This is an optimization exercise on Yosys and OpenROAD, whose aim is small area and a short achievable clock period, not a production implementation. Function was checked by simulation only, so behaviour that the tests miss may differ from the original. Power and IR drop assume default switching activity.

Design conv_calc_5ks, start of the top module:
module conv_calc_5ks(
    valid_in, clk, rst,
    out_data_0, out_data_1, out_data_2, out_data_3, out_data_4, out_data_5, out_data_6, out_data_7, out_data_8, out_data_9, out_data_10, out_data_11, out_data_12, out_data_13, out_data_14, out_data_15, out_data_16, out_data_17, out_data_18, out_data_19, out_data_20, out_data_21, out_data_22, out_data_23, out_data_24,
    out_weight_0, out_weight_1, out_weight_2, out_weight_3, out_weight_4, out_weight_5, out_weight_6, out_weight_7, out_weight_8, out_weight_9, out_weight_10, out_weight_11, out_weight_12, out_weight_13, out_weight_14, out_weight_15, out_weight_16, out_weight_17, out_weight_18, out_weight_19, out_weight_20, out_weight_21, out_weight_22, out_weight_23, out_weight_24, out_weight_25, out_weight_26, out_weight_27, out_weight_28, out_weight_29, out_weight_30, out_weight_31, out_weight_32, out_weight_33, out_weight_34, out_weight_35, out_weight_36, out_weight_37, out_weight_38, out_weight_39, out_weight_40, out_weight_41, out_weight_42, out_weight_43, out_weight_44, out_weight_45, out_weight_46, out_weight_47, out_weight_48, out_weight_49, out_weight_50, out_weight_51, out_weight_52, out_weight_53, out_weight_54, out_weight_55, out_weight_56, out_weight_57, out_weight_58, out_weight_59, out_weight_60, out_weight_61, out_weight_62, out_weight_63, out_weight_64, out_weight_65, out_weight_66, out_weight_67, out_weight_68, out_weight_69, out_weight_70, out_weight_71, out_weight_72, out_weight_73, out_weight_74,
    bias_0, bias_1, bias_2,
    conv_out_1, conv_out_2, conv_out_3,
    valid_out
);
Size: about 7600 cells after synthesis, about 220 flip-flops.
export LEC_CHECK = 0
export CAP_MARGIN = 20
export CORE_MARGIN = 2
export CORE_UTILIZATION = 40
export SLEW_MARGIN = 20
create_clock -name core_clock -period 14.0 [get_ports {clk}]
run.sh (not shown) runs the stock make flow with config.mk's settings and CLKGATE_MAP_FILE= SYNTH_SCRIPT=/design/flow/synth_recipe.tcl, a recipe that flattens the netlist after the stock synthesis.
Edit:
==> flow/flow/run.sh (new file) <==
#!/bin/bash
set -euo pipefail
MARGIN=${MARGIN:-9.0}
bash standard.sh SETUP_SLACK_MARGIN=$MARGIN \
  "BUFFER_PORTS_ARGS=-buffer_cell sky130_fd_sc_hd__buf_2" \
  finish > standard.log 2>&1
==> flow/standard.sh (new file) <==
#!/bin/bash
# synth_recipe.tcl (not shown) runs the flow's synth.tcl, then flattens the netlist and writes it again
# the make line also repeats each setting of config.mk as NAME=value (left out here)
make -C /OpenROAD-flow-scripts/flow DESIGN_CONFIG=/design/flow/config.mk WORK_HOME=/design/flow/orfs CLKGATE_MAP_FILE= SYNTH_SCRIPT=/design/flow/synth_recipe.tcl "${@:-finish}"
Settings changed: TNS_END_PERCENT set to 0.
removed: flow/run.sh
Setup slack is better by 0.68 ns.
Sequential share of layout area rises by 0.26 points.
Wire length rises by 0.99%.
Design area falls by about 4%.
Global-route usage rises by 0.37 points.
Fmax rises by 10%.
Combinational power falls by about 5%.
Total power falls by 4.5%.
Utilization falls by 1.7 points.
Count of clock-buffer cells in the layout is unchanged.
Edit:
--- a/flow/flow/run.sh
+++ b/flow/flow/run.sh
@@ -3 +3 @@
-MARGIN=${MARGIN:-9.0}
+MARGIN=${MARGIN:-8.0}
Non-clock buffer count does not change.
Cell area does not change.
Sequential share of layout area stays the same.


Setup of run a:
conv_calc_5ks, a different RTL version from the one above (not shown whole).
Size in the first run: ~220 flip-flops, roughly 560 I/O pins, about 66000 um2 of cells after synthesis.
export LEC_CHECK = 0
export CAP_MARGIN = 20
export CORE_MARGIN = 2
export CORE_UTILIZATION = 40
export SLEW_MARGIN = 20
export TNS_END_PERCENT = 0
create_clock -name core_clock -period 14.0 [get_ports {clk}]
standard.sh (not shown) runs the stock make flow with config.mk's settings and CLKGATE_MAP_FILE= SYNTH_SCRIPT=/design/flow/synth_recipe.tcl, a recipe that flattens the netlist after the stock synthesis.
==> flow/flow/run.sh <==
#!/bin/bash
set -euo pipefail
MARGIN=${MARGIN:-8.0}
bash standard.sh SETUP_SLACK_MARGIN=$MARGIN finish > standard.log 2>&1
[inputs] run b vs run a
Settings: a deleted TNS_END_PERCENT that had been 0.
Findings:
- Relative to run a, run b improves sum of net half-perimeters after detailed placement.
- Shortest clock period the worst path allows after layout: run b vs run a down 0.081 ns
- Lower clock-buffer cell count goes to run b over run a.
- Between run b and run a, the number of library cell types mapped by synthesis does not differ in any meaningful way.
- Compared to run a, run b has share of power burned in combinational logic 1.9 points higher.
- Against run a as the reference, run b delivers a higher core utilization.
- Cmp run a and run b / sequential share of layout area / lower: run b
- Summary of the comparison: global-route usage is lower in run b, relative to run a.


conv_calc_5ks with an RTL version that a note above also has.
Size in the first run: ~220 flip-flops, about 560 I/O pins, ~64000 um2 of cells after synthesis.
// conv_calc_5ks
module conv_calc_5ks(
    valid_in, clk, rst,
    out_data_0, out_data_1, out_data_2, out_data_3, out_data_4, out_data_5, out_data_6, out_data_7, out_data_8, out_data_9, out_data_10, out_data_11, out_data_12, out_data_13, out_data_14, out_data_15, out_data_16, out_data_17, out_data_18, out_data_19, out_data_20, out_data_21, out_data_22, out_data_23, out_data_24,
    out_weight_0, out_weight_1, out_weight_2, out_weight_3, out_weight_4, out_weight_5, out_weight_6, out_weight_7, out_weight_8, out_weight_9, out_weight_10, out_weight_11, out_weight_12, out_weight_13, out_weight_14, out_weight_15, out_weight_16, out_weight_17, out_weight_18, out_weight_19, out_weight_20, out_weight_21, out_weight_22, out_weight_23, out_weight_24, out_weight_25, out_weight_26, out_weight_27, out_weight_28, out_weight_29, out_weight_30, out_weight_31, out_weight_32, out_weight_33, out_weight_34, out_weight_35, out_weight_36, out_weight_37, out_weight_38, out_weight_39, out_weight_40, out_weight_41, out_weight_42, out_weight_43, out_weight_44, out_weight_45, out_weight_46, out_weight_47, out_weight_48, out_weight_49, out_weight_50, out_weight_51, out_weight_52, out_weight_53, out_weight_54, out_weight_55, out_weight_56, out_weight_57, out_weight_58, out_weight_59, out_weight_60, out_weight_61, out_weight_62, out_weight_63, out_weight_64, out_weight_65, out_weight_66, out_weight_67, out_weight_68, out_weight_69, out_weight_70, out_weight_71, out_weight_72, out_weight_73, out_weight_74,
    bias_0, bias_1, bias_2,
    conv_out_1, conv_out_2, conv_out_3,
    valid_out
);
==> flow/config.mk <==
export PLATFORM = sky130hd
export DESIGN_NAME = conv_calc_5ks
export DESIGN_NICKNAME = conv_calc_5ks
export VERILOG_FILES = /design/flow/design.v
export SDC_FILE = /design/flow/constraint.sdc
export NUM_CORES = 4
export LEC_CHECK = 0
export CAP_MARGIN = 20
export CORE_MARGIN = 2
export CORE_UTILIZATION = 40
export SLEW_MARGIN = 20
export TNS_END_PERCENT = 5
==> flow/constraint.sdc <==
create_clock -name core_clock -period 14.0 [get_ports {clk}]
set_input_delay 2.8000 -clock core_clock [delete_from_list [all_inputs] [get_ports {clk}]]
set_output_delay 2.8000 -clock core_clock [all_outputs]
set_load 0.01 [all_outputs]
==> flow/flow/run.sh <==
#!/bin/bash
set -euo pipefail
MARGIN=${MARGIN:-8.0}
bash standard.sh SETUP_SLACK_MARGIN=$MARGIN \
  "BUFFER_PORTS_ARGS=-buffer_cell sky130_fd_sc_hd__buf_2" \
  finish > standard.log 2>&1
Then changed:
==> flow/flow/run.sh (replaced) <==
#!/bin/bash
set -euo pipefail
MARGIN=${MARGIN:-7.5}
bash standard.sh SETUP_SLACK_MARGIN=$MARGIN finish > standard.log 2>&1
Settings changed: TNS_END_PERCENT 5 to default.
=>
- routed wire length is higher by 1.9%
- first-iteration DRC count is lower by 8.2%
- worst setup slack gets better by 28 ps
- total power is higher by 12%
- via count is higher by 0.44%
- cell area is higher by 3.6%
- worst hold slack gets better by 350 ps
- die area is unchanged
- cell count is higher by 1.6%
- clock power is higher by about 2%
- global-route usage is higher by 0.88 points
Then changed:
==> flow/flow/run.sh (replaced) <==
#!/bin/bash
set -euo pipefail
MARGIN=${MARGIN:-8.0}
bash standard.sh SETUP_SLACK_MARGIN=$MARGIN finish > standard.log 2>&1
Settings changed: TNS_END_PERCENT from default to 0.
Effect: Setup slack degrades by 76 ps. Cell count shrinks by a few percent. Clock-buffer cell count went down by 7. Via count went down slightly. Fmax shrinks slightly. Die area does not change. Global-route usage goes down by 0.28 points. Clock power fell by a few percent. Worst hold slack got worse by 37 ps.
Then changed:
==> flow/flow/run.sh (replaced) <==
#!/bin/bash
set -euo pipefail
MARGIN=${MARGIN:-8.0}
bash standard.sh SETUP_SLACK_MARGIN=$MARGIN \
  "BUFFER_PORTS_ARGS=-buffer_cell sky130_fd_sc_hd__buf_1" \
  finish > standard.log 2>&1
What happened: Non-clock buffer count climbs by 36. Synthesized area is unchanged. Global-route usage fell by 0.33 points. Routed wire length fell by 0.94%. Sequential share of layout area increases by 0.26 points. Via count falls by 0.79%. Worst hold slack got worse by 360 ps. Cell count rises by 0.43%. Worst setup slack gains 25 ps. Total power is lower by 4.7%.

[separate check: timing with driven ports]
In the flow no input, the clock included, has a driving cell. The finished layouts below were timed again as built, in two steps.
Step 1 sets driving cells, clkbuf_16 on the clock port and buf_2 on the other inputs (assumed; they add their load-dependent delay and slew).
Step 2 moves the port delays by t, midway between the first and last clock arrival at a register: inputs arrive t later, outputs are due t later. That takes back most of the time a late clock gives input paths.
a / b / c = ideal ports / drivers / drivers and shift; a / b = the first two.
run | t, ns | slack for setup (ns) | clock arrival spread, ns | worst slew at a driven data input, ns | cell pins on the clock port's net
the first run of note 1 | 0.689 | 6.531 / 6.467 / 5.779 | 0.045 / 0.045 | 0.28 | 1
the second run of note 1 | 0.665 | 7.215 / 7.151 / 6.595 | 0.039 / 0.039 | 0.26 | 1
the third run of note 1 | 0.665 | 7.215 / 7.151 / 6.595 | 0.039 / 0.039 | 0.26 | 1
run a | 0.738 | 6.980 / 7.005 / 6.267 | 0.040 / 0.040 | 0.25 | 1
run b | 0.693 | 7.061 / 6.975 / 7.068 | 0.019 / 0.019 | 0.29 | 1
the first run of note 3 | 0.665 | 7.208 / 7.141 / 6.578 | 0.031 / 0.031 | 0.29 | 1
the second run of note 3 | 0.658 | 7.236 / 7.173 / 6.762 | 0.019 / 0.020 | 0.34 | 1
the third run of note 3 | 0.659 | 7.159 / 7.106 / 6.447 | 0.031 / 0.031 | 0.24 | 1
the fourth run of note 3 | 0.699 | 7.184 / 7.118 / 6.457 | 0.041 / 0.041 | 0.25 | 1
After both steps setup and hold are still met in every run listed. The setup slack of the first run of note 1, which loses most, moves by -0.064 ns with the drivers and by -0.752 ns with both steps.
